Context: an optimization exercise on an open-source flow, tuned for small area. The choices shown serve that exercise and are no tape-out recipe. Where RTL was checked, it was by simulation tests only, not by an equivalence proof against the original. The flow treats the clock pin as an ideal source. Dropping or thinning the clock tree relies on that and would not hold on a real chip. No activity file was given, so power comes from the tool's default toggle rates.

Design filter_median_top, start of the top module:
module filter_median_top (
  input        clk, rst_n,
  input  [7:0] pixel,
  output [7:0] median
);
  reg  [7:0] s0;
  reg  [7:0] s1;
  reg  [7:0] s2;
  reg  [7:0] s3;
  reg  [7:0] s4;
  reg  [7:0] s5;
  reg  [7:0] s6;
  reg  [7:0] s7;
  reg  [7:0] s8;
  reg  [7:0] s9;
  reg  [3:0] s10;
  reg  [9:0] v;             
  always @(posedge clk) begin
    s0 <= pixel[7:0];
    s1 <= s0[7:0];
    s2 <= s1[7:0];
    s3 <= s2[7:0];
    s4 <= s3[7:0];
    s5 <= s4[7:0];
    s6 <= s5[7:0];
    s7 <= s6[7:0];
    s8 <= s7[7:0];
    s9 <= s8[7:0];
    s10 <= s9[3:0];
  end
  always @(posedge clk or negedge rst_n) begin
    if (!rst_n) v <= 10'd0;
    else        v <= {v[8:0], 1'b1};
  end
  function [18:0] level(input [8:0] x, input [8:0] hi, input [8:0] lo);
    reg [8:0] e;
    reg       m;
    begin
      e = hi | (x & ~lo);
      m = maj9(e);
      level = {m, hi | (e & {9{~m}}), lo | (~e & {9{m}})};
    end
  endfunction
  function maj9(input [8:0] t);
    reg [2:0] mx, md, mn;
    begin
      mx = {t[8] | t[7] | t[6], t[5] | t[4] | t[3], t[2] | t[1] | t[0]};
      md = {maj3(t[8], t[7], t[6]), maj3(t[5], t[4], t[3]), maj3(t[2], t[1], t[0])};
      mn = {t[8] & t[7] & t[6], t[5] & t[4] & t[3], t[2] & t[1] & t[0]};
      maj9 = maj3(&mx, maj3(md[2], md[1], md[0]), |mn);
    end
  endfunction
  function maj3(input a, input b, input c);
    maj3 = (a & b) | (a & c) | (b & c);
  endfunction
  ...
Settings: LEC_CHECK=0, CAP_MARGIN=20, CORE_MARGIN=2, CORE_UTILIZATION=65, PLACE_DENSITY=0.75, SLEW_MARGIN=20; clock period 6.7 ns.
standard.sh (not shown) runs the stock make flow with config.mk's settings and CLKGATE_MAP_FILE= SYNTH_SCRIPT=/design/flow/synth_recipe.tcl, a recipe that flattens the netlist after the stock synthesis.
==> flow/flow/run.sh <==
#!/bin/bash
# Layout flow: the standard ORFS flow with these changes:
#  - synthesis maps the logic with an area-oriented ABC script
#    (abc_area_map.script) instead of ORFS's, which buffers and upsizes for
#    speed; register inference, naming and flattening are unchanged;
#  - the port buffers are the smallest buffer (still one on every port);
#  - a small balanced clock tree made by hand (cts_manual.tcl) in place of
#    clock_tree_synthesis.
set -euo pipefail
HERE=$(pwd)
# synth.tcl with ABC's script replaced, right after the preamble sets it
sed "s|^source \$::env(SCRIPTS_DIR)/synth_preamble.tcl\$|&\nset abc_args [lreplace \$abc_args 1 1 $HERE/flow/abc_area_map.script]|" \
  "$FLOW_HOME/scripts/synth.tcl" > "$HERE/synth_area_map.tcl"
grep -q abc_area_map.script "$HERE/synth_area_map.tcl"
# The standard flow's synthesis script, sourcing that synth.tcl
sed "s|\$::env(SCRIPTS_DIR)/synth.tcl|$HERE/synth_area_map.tcl|" synth_recipe.tcl > "$HERE/synth_top.tcl"
grep -q synth_area_map.tcl "$HERE/synth_top.tcl"
export MANUAL_CTS_LEAF=${MANUAL_CTS_LEAF:-sky130_fd_sc_hd__clkbuf_8}
export MANUAL_CTS_ROOT=${MANUAL_CTS_ROOT:-sky130_fd_sc_hd__clkbuf_4}
export MANUAL_CTS_NX=${MANUAL_CTS_NX:-4}
export MANUAL_CTS_NY=${MANUAL_CTS_NY:-2}
bash standard.sh SYNTH_SCRIPT="$HERE/synth_top.tcl" \
  BUFFER_PORTS_ARGS="-buffer_cell sky130_fd_sc_hd__buf_1" \
  PRE_CTS_TCL="$HERE/flow/cts_manual.tcl" finish > "$HERE/flow_make.log" 2>&1
Other scripts of this flow, unchanged in this note and not shown: flow/flow/abc_area_map.script, flow/flow/cts_manual.tcl
Then changed:
--- a/flow/config.mk
+++ b/flow/config.mk
@@ -9,4 +9,3 @@
 export CORE_MARGIN = 2
-export CORE_UTILIZATION = 65
-export PLACE_DENSITY = 0.75
+export CORE_UTILIZATION = 40
 export SLEW_MARGIN = 20
Critical path depth is lower by 2.
Via count shrinks by about 6%.
First-iteration DRC count fell by about 38%.
Total power came out lower by about 7%.
Setup slack improves by 0.30 ns.
Then changed:
--- a/flow/config.mk
+++ b/flow/config.mk
@@ -9,3 +9,3 @@
 export CORE_MARGIN = 2
-export CORE_UTILIZATION = 40
+export CORE_UTILIZATION = 55
 export SLEW_MARGIN = 20
Die area decreases by 26%; final cell count decreases by 4.0%; area after synthesis does not change; sequential power increases by about 2%; power increases by 4.1%; global-route usage increases by 8.3 points; via count increases by 5.5%; worst hold slack hardly moves; wire length increases by 14%.
Then changed:
--- a/flow/config.mk
+++ b/flow/config.mk
@@ -7,5 +7,6 @@
 export LEC_CHECK = 0
-export CAP_MARGIN = 20
+export CAP_MARGIN = 0
 export CORE_MARGIN = 2
-export CORE_UTILIZATION = 55
-export SLEW_MARGIN = 20
+export CORE_UTILIZATION = 40
+export GPL_TIMING_DRIVEN = 0
+export SLEW_MARGIN = 0
=>
- The changed run went through all stages and came out clean
- utilization falls by 18 points
- die area rose by 36%
- power falls by 1.0%
- setup slack loses 0.032 ns
- final cell count grows by 5.4%
- first-iteration DRC count came out lower by 31%
- final area barely changes
- routed wire length drops by 11%
- flip-flop and latch count does not change
In every run of this note, the design's own scripts or RTL, not TritonCTS, make the clock network.

---

filter_median_top, a different RTL version from the one above (not shown whole).
Size in the first run: roughly 140 flip-flops, roughly 18 I/O pins.
clock: 6.7 ns
lec_check: 0
cap_margin: 20
core_margin: 2
core_utilization: 40
cts_buf_list: sky130_fd_sc_hd__clkbuf_4 sky130_fd_sc_hd__clkbuf_8
cts_cluster_diameter: 100
cts_cluster_size: 40
slew_margin: 20
==> flow/flow/run.sh <==
#!/bin/bash
# Layout flow: the standard ORFS flow, except that synthesis maps the
# logic with an area-oriented ABC script (abc_area_map.script) instead of
# ORFS's, which buffers and upsizes for speed. Register inference, naming,
# flattening and everything after synthesis are unchanged.
set -euo pipefail
HERE=$(pwd)
# synth.tcl with ABC's script replaced, right after the preamble sets it
sed "s|^source \$::env(SCRIPTS_DIR)/synth_preamble.tcl\$|&\nset abc_args [lreplace \$abc_args 1 1 $HERE/flow/abc_area_map.script]|" \
  "$FLOW_HOME/scripts/synth.tcl" > "$HERE/synth_area_map.tcl"
grep -q abc_area_map.script "$HERE/synth_area_map.tcl"
# The standard flow's synthesis script, sourcing that synth.tcl
sed "s|\$::env(SCRIPTS_DIR)/synth.tcl|$HERE/synth_area_map.tcl|" synth_recipe.tcl > "$HERE/synth_top.tcl"
grep -q synth_area_map.tcl "$HERE/synth_top.tcl"
bash standard.sh SYNTH_SCRIPT="$HERE/synth_top.tcl" finish > "$HERE/flow_make.log" 2>&1
==> flow/flow/abc_area_map.script <==
strash
dch
amap
topo
stime -c
The starting point finished with timing, DRC and antenna clean.
Next try:
--- a/flow/config.mk
+++ b/flow/config.mk
@@ -9,6 +9,3 @@
 export CORE_MARGIN = 2
 export CORE_UTILIZATION = 40
-export CTS_BUF_LIST = sky130_fd_sc_hd__clkbuf_4 sky130_fd_sc_hd__clkbuf_8
-export CTS_CLUSTER_DIAMETER = 100
-export CTS_CLUSTER_SIZE = 40
 export SLEW_MARGIN = 20
Result: Die area stays the same. Clock power rises by 42%. First-iteration DRC count falls by 2.2%. Global-route usage rises by 0.23 points. Total power rises by 8.2%. Design area rises by 3.2%. Sequential share of layout area falls by 1.5 points.
Function was not checked in any run of this note: the RTL went through the layout flow alone.

[what the ideal ports hide]
In the flow no input, the clock included, has a driving cell. The finished layouts below were timed again as built, in two steps. Step 1 (the two cells are an assumption about what drives the block):
set clk [get_ports {clk}]
set_driving_cell -lib_cell sky130_fd_sc_hd__clkbuf_16 $clk
set_driving_cell -lib_cell sky130_fd_sc_hd__buf_2 [delete_from_list [all_inputs] $clk]
Step 2, shift: input delay + t, output delay - t, t = (earliest + latest rising clock arrival at the registers) / 2. This alone moves slack from input paths to output paths. a / b / c = ideal / step 1 / step 2; a / b = the first two.
run	shift t [ns]	setup slack, ns	worst register clock-pin slew, ns
the first run of note 1	0.473	0.328 / 0.328 / 0.328	0.10 / 0.10
the second run of note 1	0.493	0.633 / 0.633 / 0.633	0.10 / 0.10
the third run of note 1	0.479	0.506 / 0.506 / 0.506	0.10 / 0.10
the fourth run of note 1	0.487	0.474 / 0.474 / 0.474	0.10 / 0.10
the first run of note 2	0.463	0.763 / 0.763 / 0.763	0.07 / 0.07
the second run of note 2	0.449	0.736 / 0.736 / 0.736	0.06 / 0.06
After both steps every run listed still meets setup and hold.
